Background: an optimization exercise with open tools, aiming at small area, a short achievable clock period and few clock cycles per item. Do not read the settings as production practice.

==> v19: inputs <==
==> flow/design.v <==
`timescale 1ns / 1ps
module k_table(
    input [5:0] round,
    output reg [31:0] constant
    );
    always @*
    begin
    case (round)
        6'h00 : constant <= 32'h428a2f98;
        6'h01 : constant <= 32'h71374491;
        6'h02 : constant <= 32'hb5c0fbcf;
        6'h03 : constant <= 32'he9b5dba5;
        6'h04 : constant <= 32'h3956c25b;
        6'h05 : constant <= 32'h59f111f1;
        6'h06 : constant <= 32'h923f82a4;
        6'h07 : constant <= 32'hab1c5ed5;
        6'h08 : constant <= 32'hd807aa98;
        6'h09 : constant <= 32'h12835b01;
        6'h0a : constant <= 32'h243185be;
        6'h0b : constant <= 32'h550c7dc3;
        6'h0c : constant <= 32'h72be5d74;
        6'h0d : constant <= 32'h80deb1fe;
        6'h0e : constant <= 32'h9bdc06a7;
        6'h0f : constant <= 32'hc19bf174;
        6'h10 : constant <= 32'he49b69c1;
        6'h11 : constant <= 32'hefbe4786;
        6'h12 : constant <= 32'h0fc19dc6;
        6'h13 : constant <= 32'h240ca1cc;
        6'h14 : constant <= 32'h2de92c6f;
        6'h15 : constant <= 32'h4a7484aa;
        6'h16 : constant <= 32'h5cb0a9dc;
        6'h17 : constant <= 32'h76f988da;
        6'h18 : constant <= 32'h983e5152;
        6'h19 : constant <= 32'ha831c66d;
        6'h1a : constant <= 32'hb00327c8;
        6'h1b : constant <= 32'hbf597fc7;
        6'h1c : constant <= 32'hc6e00bf3;
        6'h1d : constant <= 32'hd5a79147;
        6'h1e : constant <= 32'h06ca6351;
        6'h1f : constant <= 32'h14292967;
        6'h20 : constant <= 32'h27b70a85;
        6'h21 : constant <= 32'h2e1b2138;
        6'h22 : constant <= 32'h4d2c6dfc;
        6'h23 : constant <= 32'h53380d13;
        6'h24 : constant <= 32'h650a7354;
        6'h25 : constant <= 32'h766a0abb;
        6'h26 : constant <= 32'h81c2c92e;
        6'h27 : constant <= 32'h92722c85;
        6'h28 : constant <= 32'ha2bfe8a1;
        6'h29 : constant <= 32'ha81a664b;
        6'h2a : constant <= 32'hc24b8b70;
        6'h2b : constant <= 32'hc76c51a3;
        6'h2c : constant <= 32'hd192e819;
        6'h2d : constant <= 32'hd6990624;
        6'h2e : constant <= 32'hf40e3585;
        6'h2f : constant <= 32'h106aa070;
        6'h30 : constant <= 32'h19a4c116;
        6'h31 : constant <= 32'h1e376c08;
        6'h32 : constant <= 32'h2748774c;
        6'h33 : constant <= 32'h34b0bcb5;
        6'h34 : constant <= 32'h391c0cb3;
        6'h35 : constant <= 32'h4ed8aa4a;
        6'h36 : constant <= 32'h5b9cca4f;
        6'h37 : constant <= 32'h682e6ff3;
        6'h38 : constant <= 32'h748f82ee;
        6'h39 : constant <= 32'h78a5636f;
        6'h3a : constant <= 32'h84c87814;
        6'h3b : constant <= 32'h8cc70208;
        6'h3c : constant <= 32'h90befffa;
        6'h3d : constant <= 32'ha4506ceb;
        6'h3e : constant <= 32'hbef9a3f7;
        default: constant <= 32'hc67178f2;
endcase
end
endmodule
`timescale 1ns / 1ps
module sha_round(a, b, c, d, e, f, g, p, a_out, e_out);
input [31:0] a;
input [31:0] b;
input [31:0] c;
input [31:0] d;
input [31:0] e;
input [31:0] f;
input [31:0] g;
input [31:0] p;
output [31:0] a_out;
output [31:0] e_out;
function [63:0] csa;
    input [31:0] x;
    input [31:0] y;
    input [31:0] z;
    reg [31:0] cy;
    begin
        cy = (x & y) | (z & (x | y));
        csa = {cy[30:0], 1'b0, x ^ y ^ z};
    end
endfunction
function [63:0] c42;
    input [31:0] x;
    input [31:0] y;
    input [31:0] z;
    input [31:0] w;
    reg [31:0] t, co, ci, cy;
    begin
        co = (x & y) | (z & (x | y));
        ci = {co[30:0], 1'b0};
        t = x ^ y ^ z;
        cy = ((t ^ w) & ci) | (~(t ^ w) & w);
        c42 = {cy[30:0], 1'b0, t ^ w ^ ci};
    end
endfunction
wire [31:0] ch = (e & f) ^ (~e & g);
wire [31:0] ma = (a & b) | (c & (a | b));
wire [31:0] sum0 = {a[1:0], a[31:2]} ^ {a[12:0], a[31:13]} ^ {a[21:0], a[31:22]};
wire [31:0] sum1 = {e[5:0], e[31:6]} ^ {e[10:0], e[31:11]} ^ {e[24:0], e[31:25]};
wire [63:0] e2 = c42(p, d, ch, sum1);
assign e_out = e2[31:0] + e2[63:32];
wire [63:0] a2 = c42(ch, ma, sum0, sum1);
wire [63:0] a3 = csa(p, a2[31:0], a2[63:32]);
assign a_out = a3[31:0] + a3[63:32];
endmodule
`timescale 1ns / 1ps
module message_schedule(w0, w1, w9, w14, message);
input [31:0] w0;
input [31:0] w1;
input [31:0] w9;
input [31:0] w14;
output [31:0] message;
wire [31:0] s0 = {w1[6:0], w1[31:7]} ^ {w1[17:0], w1[31:18]} ^ {3'b0, w1[31:3]};
wire [31:0] s1 = {w14[16:0], w14[31:17]} ^ {w14[18:0], w14[31:19]} ^ {10'b0, w14[31:10]};
wire [31:0] p = w0 ^ w9 ^ s0;
wire [31:0] pc = (w0 & w9) | (s0 & (w0 | w9));
wire [31:0] pcs = {pc[30:0], 1'b0};
wire [31:0] q = p ^ pcs ^ s1;
wire [31:0] qc = (p & pcs) | (s1 & (p | pcs));
wire [31:0] qcs = {qc[30:0], 1'b0};
assign message = q + qcs;
endmodule
`timescale 1ns / 1ps
`timescale 1ns / 1ps
module block_solver (
	input clk,
	input rst_n,
	input [255:0] midstate,
	input [95:0] header_leftovers,
	input [255:0] target,
	input [31:0] nonce_start,
	output [2:0] state_out,
	output [31:0] current_nonce
);
localparam integer NP = 1;    
reg [5:0] t;         
reg ld;              
reg q61, q62, q63;   
reg p0, p1;          
reg [1:0] fill;      
reg done;
reg nosol;
reg [31:0] cur;      
reg [31:0] cur_o;
reg done_o, nosol_o;
reg [31:0] mwa, mwe;  
reg [31:0] k_in;     
reg [31:0] k_out;    
reg [31:0] twa, twe;  
reg [1:0] lp;        
wire [31:0] k_rom;
k_table constants (.round(ld ? 6'd1 : (t == 6'd63 ? 6'd0 : t + 6'd2)), .constant(k_rom));
wire [31:0] feed = cur + (fill == 2'd2 ? 2 * NP : (fill == 2'd1 ? NP : 0));
reg [31:0] in_alt;
always @(*) begin
	in_alt = 32'h0;
	if (ld) in_alt = 32'h00000280;
	else case (t)
		6'd49: in_alt = header_leftovers[95:64];
		6'd50: in_alt = header_leftovers[63:32];
		6'd51: in_alt = header_leftovers[31:0];
		6'd53: in_alt = 32'h80000000;
		default: in_alt = 32'h0;
	endcase
end
wire in_nonce = !ld && t == 6'd52;
wire in_comp = !ld && (t < 6'd48);
wire [31:0] out_alt = p0 ? 32'h00000100 : (!ld && t == 6'd58 ? 32'h80000000 : 32'h0);
wire out_comp = !ld && !p0 && (t <= 6'd48);
always @(posedge clk) begin
	if (!ld && t == 6'd60) begin
		mwa <= midstate[159:128]; mwe <= midstate[31:0];
	end else if (q61) begin
		mwa <= midstate[191:160]; mwe <= midstate[63:32];
	end else if (q62) begin
		mwa <= midstate[223:192]; mwe <= midstate[95:64];
	end else begin
		mwa <= midstate[255:224]; mwe <= midstate[127:96];
	end
	lp <= q61 ? 2'd0 : lp + 2'd1;
	k_in <= k_rom;
	k_out <= k_in;
end
wire [NP-1:0] found;
localparam [255:0] IV = {
	32'h6a09e667, 32'hbb67ae85, 32'h3c6ef372, 32'ha54ff53a,
	32'h510e527f, 32'h9b05688c, 32'h1f83d9ab, 32'h5be0cd19};
always @(*) begin
	case (lp)
	2'd0: begin twa = target[127:96]; twe = target[255:224]; end
	2'd1: begin twa = target[95:64];  twe = target[223:192]; end
	2'd2: begin twa = target[63:32];  twe = target[191:160]; end
	default: begin twa = target[31:0]; twe = target[159:128]; end
	endcase
end
reg [31:0] ia_w, ie_w;
always @(*) begin
	case (lp)
	2'd0: begin ia_w = IV[159:128]; ie_w = IV[31:0];   end
	2'd1: begin ia_w = IV[191:160]; ie_w = IV[63:32];  end
	2'd2: begin ia_w = IV[223:192]; ie_w = IV[95:64];  end
	default: begin ia_w = IV[255:224]; ie_w = IV[127:96]; end
	endcase
end
function [1:0] cmp32;
	input [31:0] x;
	input [31:0] y;
	reg [31:0] lt, gt;
	integer l, i;
	begin
		lt = ~x & y;
		gt = x & ~y;
		for (l = 1; l < 32; l = l * 2)
			for (i = 0; i < 32; i = i + 2 * l) begin
				lt[i] = lt[i + l] | (~gt[i + l] & lt[i]);
				gt[i] = gt[i + l] | (~lt[i + l] & gt[i]);
			end
		cmp32 = {lt[0], gt[0]};
	end
endfunction
genvar j, k;
generate
	for (j = 0; j < NP; j = j + 1) begin : pipe
		wire [223:0] st [0:1];
		wire [31:0] h1a, h1e;
		for (k = 0; k < 2; k = k + 1) begin : eng
			reg [223:0] s;       
			reg [511:0] w;
			reg [31:0] p;
			wire [31:0] a_out, e_out;
			wire [31:0] wnew;
			wire eld = k ? p0 : ld;             
			wire e63 = k ? ld : q63;            
			wire [223:0] init = k ? IV[255:32] : midstate[255:32];
			wire [31:0] init_h = k ? IV[31:0] : midstate[31:0];
			wire [31:0] kn = k ? k_out : k_in;
			sha_round core_op (
				.a(s[223:192]), .b(s[191:160]), .c(s[159:128]), .d(s[127:96]),
				.e(s[95:64]), .f(s[63:32]), .g(s[31:0]), .p(p),
				.a_out(a_out), .e_out(e_out));
			message_schedule messages (
				.w0(w[31:0]), .w1(w[63:32]), .w9(w[9*32 +: 32]), .w14(w[14*32 +: 32]),
				.message(wnew));
			wire hcomp = k ? out_comp : in_comp;
			wire [31:0] halt = k ? out_alt : (in_nonce ? feed + j : in_alt);
			wire [31:0] head = hcomp ? wnew : halt;
			wire [511:0] shifted = {head, w[511:32]};
			wire [31:0] hn = s[31:0];
			wire [31:0] wn = w[63:32];
			wire [31:0] pc = (hn & kn) | (wn & (hn | kn));
			wire [31:0] p_next = (hn ^ kn ^ wn) + {pc[30:0], 1'b0};
			always @(posedge clk) begin
				s[223:32] <= eld ? init[223:32] : {a_out, s[223:128], e_out, s[95:64]};
				s[31:0] <= eld ? init[31:0] : (e63 ? init_h : s[63:32]);
				p <= p_next;
				if (k) begin
					w[511:384] <= shifted[511:384];
					w[383:352] <= q61 ? h1e : shifted[383:352];                 
					w[351:320] <= shifted[351:320];
					w[319:288] <= q62 ? h1e : shifted[319:288];                 
					w[287:256] <= shifted[287:256];
					w[255:224] <= q61 ? h1a : (q63 ? h1e : shifted[255:224]);   
					w[223:192] <= shifted[223:192];
					w[191:160] <= q62 ? h1a : (ld ? h1e : shifted[191:160]);    
					w[159:128] <= shifted[159:128];
					w[127:96]  <= q63 ? h1a : shifted[127:96];                  
					w[95:64]   <= shifted[95:64];
					w[63:32]   <= ld ? h1a : shifted[63:32];                    
					w[31:0]    <= shifted[31:0];
				end else begin
					w <= shifted;
				end
			end
			assign st[k] = s;
		end
		assign h1a = st[0][223:192] + mwa;
		assign h1e = st[0][95:64] + mwe;
		wire [31:0] h2a = st[1][223:192] + ia_w;
		wire [31:0] h2e = st[1][95:64] + ie_w;
		wire [31:0] hva = {h2a[7:0], h2a[15:8], h2a[23:16], h2a[31:24]};
		wire [31:0] hve = {h2e[7:0], h2e[15:8], h2e[23:16], h2e[31:24]};
		wire hi_lt, hi_gt, lo_lt, lo_gt;
		assign {hi_lt, hi_gt} = cmp32(hve, twe);
		assign {lo_lt, lo_gt} = cmp32(hva, twa);
		reg hlt, hgt, llt, lgt;    
		always @(posedge clk) begin
			hlt <= (hlt | (!hgt & hi_lt)) & !q62 | q62 & hi_lt;
			hgt <= (hgt | (!hlt & hi_gt)) & !q62 | q62 & hi_gt;
			llt <= (llt | (!lgt & lo_lt)) & !q62 | q62 & lo_lt;
			lgt <= (lgt | (!llt & lo_gt)) & !q62 | q62 & lo_gt;
		end
		assign found[j] = hlt | (!hgt & llt);
	end
endgenerate
reg stop;
reg stop_found;
reg [31:0] inc;
integer i;
always @(*) begin
	stop = 1'b0;
	stop_found = 1'b0;
	inc = NP;
	for (i = NP - 1; i >= 0; i = i - 1) begin
		if (found[i] || cur == 32'hffffffff - i) begin
			stop = 1'b1;
			stop_found = found[i];
			inc = i;
		end
	end
end
wire step = p1 && !done && fill == 2'd2;
always @(posedge clk) begin
	if (!rst_n) begin
		t <= 6'd49;
		ld <= 1'b0;
		q61 <= 1'b0;
		q62 <= 1'b0;
		q63 <= 1'b0;
		p0 <= 1'b0;
		p1 <= 1'b0;
		fill <= 2'd0;
		done <= 1'b0;
		nosol <= 1'b0;
		cur <= nonce_start;
	end else begin
		if (!ld) t <= t + 6'd1;
		q61 <= !ld && (t == 6'd60);
		q62 <= q61;
		q63 <= q62;
		ld <= q63;
		p0 <= ld;
		p1 <= p0;
		cur <= cur + (step ? inc : 32'd0);
		if (p1 && !done) begin
			if (fill != 2'd2) begin
				fill <= fill + 2'd1;
			end else if (stop) begin
				done <= 1'b1;
				nosol <= !stop_found;
			end
		end
	end
end
always @(posedge clk) begin
	cur_o <= cur;
	done_o <= rst_n && done;
	nosol_o <= nosol;
end
assign state_out = {1'b0, done_o, nosol_o};
assign current_nonce = cur_o;
endmodule
==> flow/flow/run.sh <==
#!/bin/bash
set -euo pipefail
export SETUP_SLACK_MARGIN=11.6
export BUFFER_PORTS_ARGS="-buffer_cell sky130_fd_sc_hd__buf_1"
bash standard.sh > standard.log 2>&1
==> flow/standard.sh <==
#!/bin/bash
# synth_recipe.tcl (not shown) runs the flow's synth.tcl, then flattens the netlist and writes it again
# the make line also repeats each setting of config.mk as NAME=value (left out here)
make -C /OpenROAD-flow-scripts/flow DESIGN_CONFIG=/design/flow/config.mk WORK_HOME=/design/flow/orfs CLKGATE_MAP_FILE= SYNTH_SCRIPT=/design/flow/synth_recipe.tcl "${@:-finish}"
==> flow/config.mk <==
export PLATFORM = sky130hd
export DESIGN_NAME = block_solver
export DESIGN_NICKNAME = block_solver
export VERILOG_FILES = /design/flow/design.v
export SDC_FILE = /design/flow/constraint.sdc
export NUM_CORES = 8
export LEC_CHECK = 0
export ABC_AREA = 1
export CAP_MARGIN = 20
export CORE_MARGIN = 2
export CORE_UTILIZATION = 55
export PLACE_DENSITY = 0.75
export SLEW_MARGIN = 20
export SYNTH_HIERARCHICAL = 1
export SYNTH_MINIMUM_KEEP_SIZE = 400
==> flow/constraint.sdc <==
create_clock -name core_clock -period 16.0 [get_ports {clk}]
set_input_delay 3.2000 -clock core_clock [delete_from_list [all_inputs] [get_ports {clk}]]
set_output_delay 3.2000 -clock core_clock [all_outputs]
set_load 0.01 [all_outputs]
==> v27: changes against v19 <==
--- a/flow/design.v
+++ b/flow/design.v
@@ -193,6 +193,15 @@
 	end else begin
 		mwa <= midstate[255:224]; mwe <= midstate[127:96];
 	end
+	if (q61) begin
+		twa <= target[127:96];    twe <= target[255:224];
+	end else if (q62) begin
+		twa <= target[95:64];     twe <= target[223:192];
+	end else if (q63) begin
+		twa <= target[63:32];     twe <= target[191:160];
+	end else begin
+		twa <= target[31:0];      twe <= target[159:128];
+	end
 	lp <= q61 ? 2'd0 : lp + 2'd1;
 	k_in <= k_rom;
 	k_out <= k_in;
@@ -201,14 +210,6 @@
 localparam [255:0] IV = {
 	32'h6a09e667, 32'hbb67ae85, 32'h3c6ef372, 32'ha54ff53a,
 	32'h510e527f, 32'h9b05688c, 32'h1f83d9ab, 32'h5be0cd19};
-always @(*) begin
-	case (lp)
-	2'd0: begin twa = target[127:96]; twe = target[255:224]; end
-	2'd1: begin twa = target[95:64];  twe = target[223:192]; end
-	2'd2: begin twa = target[63:32];  twe = target[191:160]; end
-	default: begin twa = target[31:0]; twe = target[159:128]; end
-	endcase
-end
 reg [31:0] ia_w, ie_w;
 always @(*) begin
 	case (lp)
==> flow/flow/run.sh (replaced) <==
#!/bin/bash
set -euo pipefail
export SETUP_SLACK_MARGIN=11.75
export BUFFER_PORTS_ARGS="-buffer_cell sky130_fd_sc_hd__buf_1"
bash standard.sh > standard.log 2>&1
Settings changed: PLACE_DENSITY 0.75 to 0.85.
==> v4: changes against v19 <==
--- a/flow/design.v
+++ b/flow/design.v
@@ -148,7 +148,7 @@
 	output [2:0] state_out,
 	output [31:0] current_nonce
 );
-localparam integer NP = 1;    
+localparam integer NP = 2;    
 reg [5:0] t;         
 reg ld;              
 reg q61, q62, q63;   
Settings changed: CORE_UTILIZATION 55 to 60.
==> comparison table <==
item                                                                                   v27                 v4                v19
Initial antenna violation count                                                         61                 96                 30
Status                                                            timing/DRC/antenna clean  timing/DRC/antenna clean  timing/DRC/antenna clean
Via total after detailed routing                                                     87.9k               166k              91.8k
Y dimension of the die                                                              424 µm             548 µm             421 µm
Met3 routed wirelength                                                           35,800 µm         115,000 µm          48,600 µm
Cell count after placement                                                           15.5k              27.1k              15.3k
Number of distinct standard cells referenced by the synthesized netlist                 64                 66                 65
Critical Path Sink                                                       current_nonce[20]  current_nonce[17]  current_nonce[30]
Pin count of the biggest net entering global routing                                   154                192                147
Total CTS buffers                                                                      180                333                174
Area taken by flip-flops and latches                                            36,700 µm²         66,600 µm²         35,400 µm²
Post-detailed-placement half-perimeter wirelength                               277,000 µm         628,000 µm         318,000 µm
Crit share post-route                                                                28.1%              29.2%              28.2%
Met1 GRT Util                                                                        47.3%              60.1%              52.4%
Final wirelength                                                                356,000 µm         794,000 µm         416,000 µm
Synthesized cell area                                                           97,200 µm²        178,000 µm²         95,700 µm²
Post-synthesis share of cell area spent on xor and xnor gates                        8.42%              9.06%              8.50%
Arrival time at the worst endpoint                                                 1.30 ns            1.47 ns            1.32 ns
Total nets after synthesis                                                           14.1k              25.0k              14.0k
Non-filler cells, final                                                              15.9k              27.9k              15.6k
Area grow syn2layout                                                                 12.6%              12.7%              12.6%
Met3 Use GR                                                                          8.44%              20.2%              12.8%
Post-synthesis simple-gate area fraction                                             24.1%              22.7%              23.8%
No functional check of the RTL was part of any run of this note.

-- afterwards: timing with drivers on the ports --
How much do the figures lean on ideal ports? The routed layouts below were timed once more, with nothing changed but the port constraints. Step 1 sets driving cells, clkbuf_16 on the clock port and buf_2 on the other inputs (assumed; they add their load-dependent delay and slew). Step 2 adds t to the input delays and takes it off the output delays; t is the mean of the earliest and latest rising clock arrival at the registers after step 1. Input paths then give back, and output paths get back, about the clock's delay inside the block. Slacks: ideal / step 1 / step 2; pairs: ideal / step 1.
| run | t, ns | slack for setup (ns) | latest minus earliest clock arrival (ns) | cell pins on the clock port's net |
|---|---|---|---|---|
| v19 | 0.954 | 11.480 / 11.386 / 10.959 | 0.066 / 0.066 | 1 |
| v27 | 0.943 | 11.497 / 11.400 / 11.422 | 0.044 / 0.044 | 1 |
| v4 | 1.046 | 11.326 / 11.210 / 10.603 | 0.134 / 0.134 | 1 |
After both steps every run listed still meets setup and hold. The setup slack of v4, which loses most, moves by -0.116 ns with the drivers and by -0.723 ns with both steps.
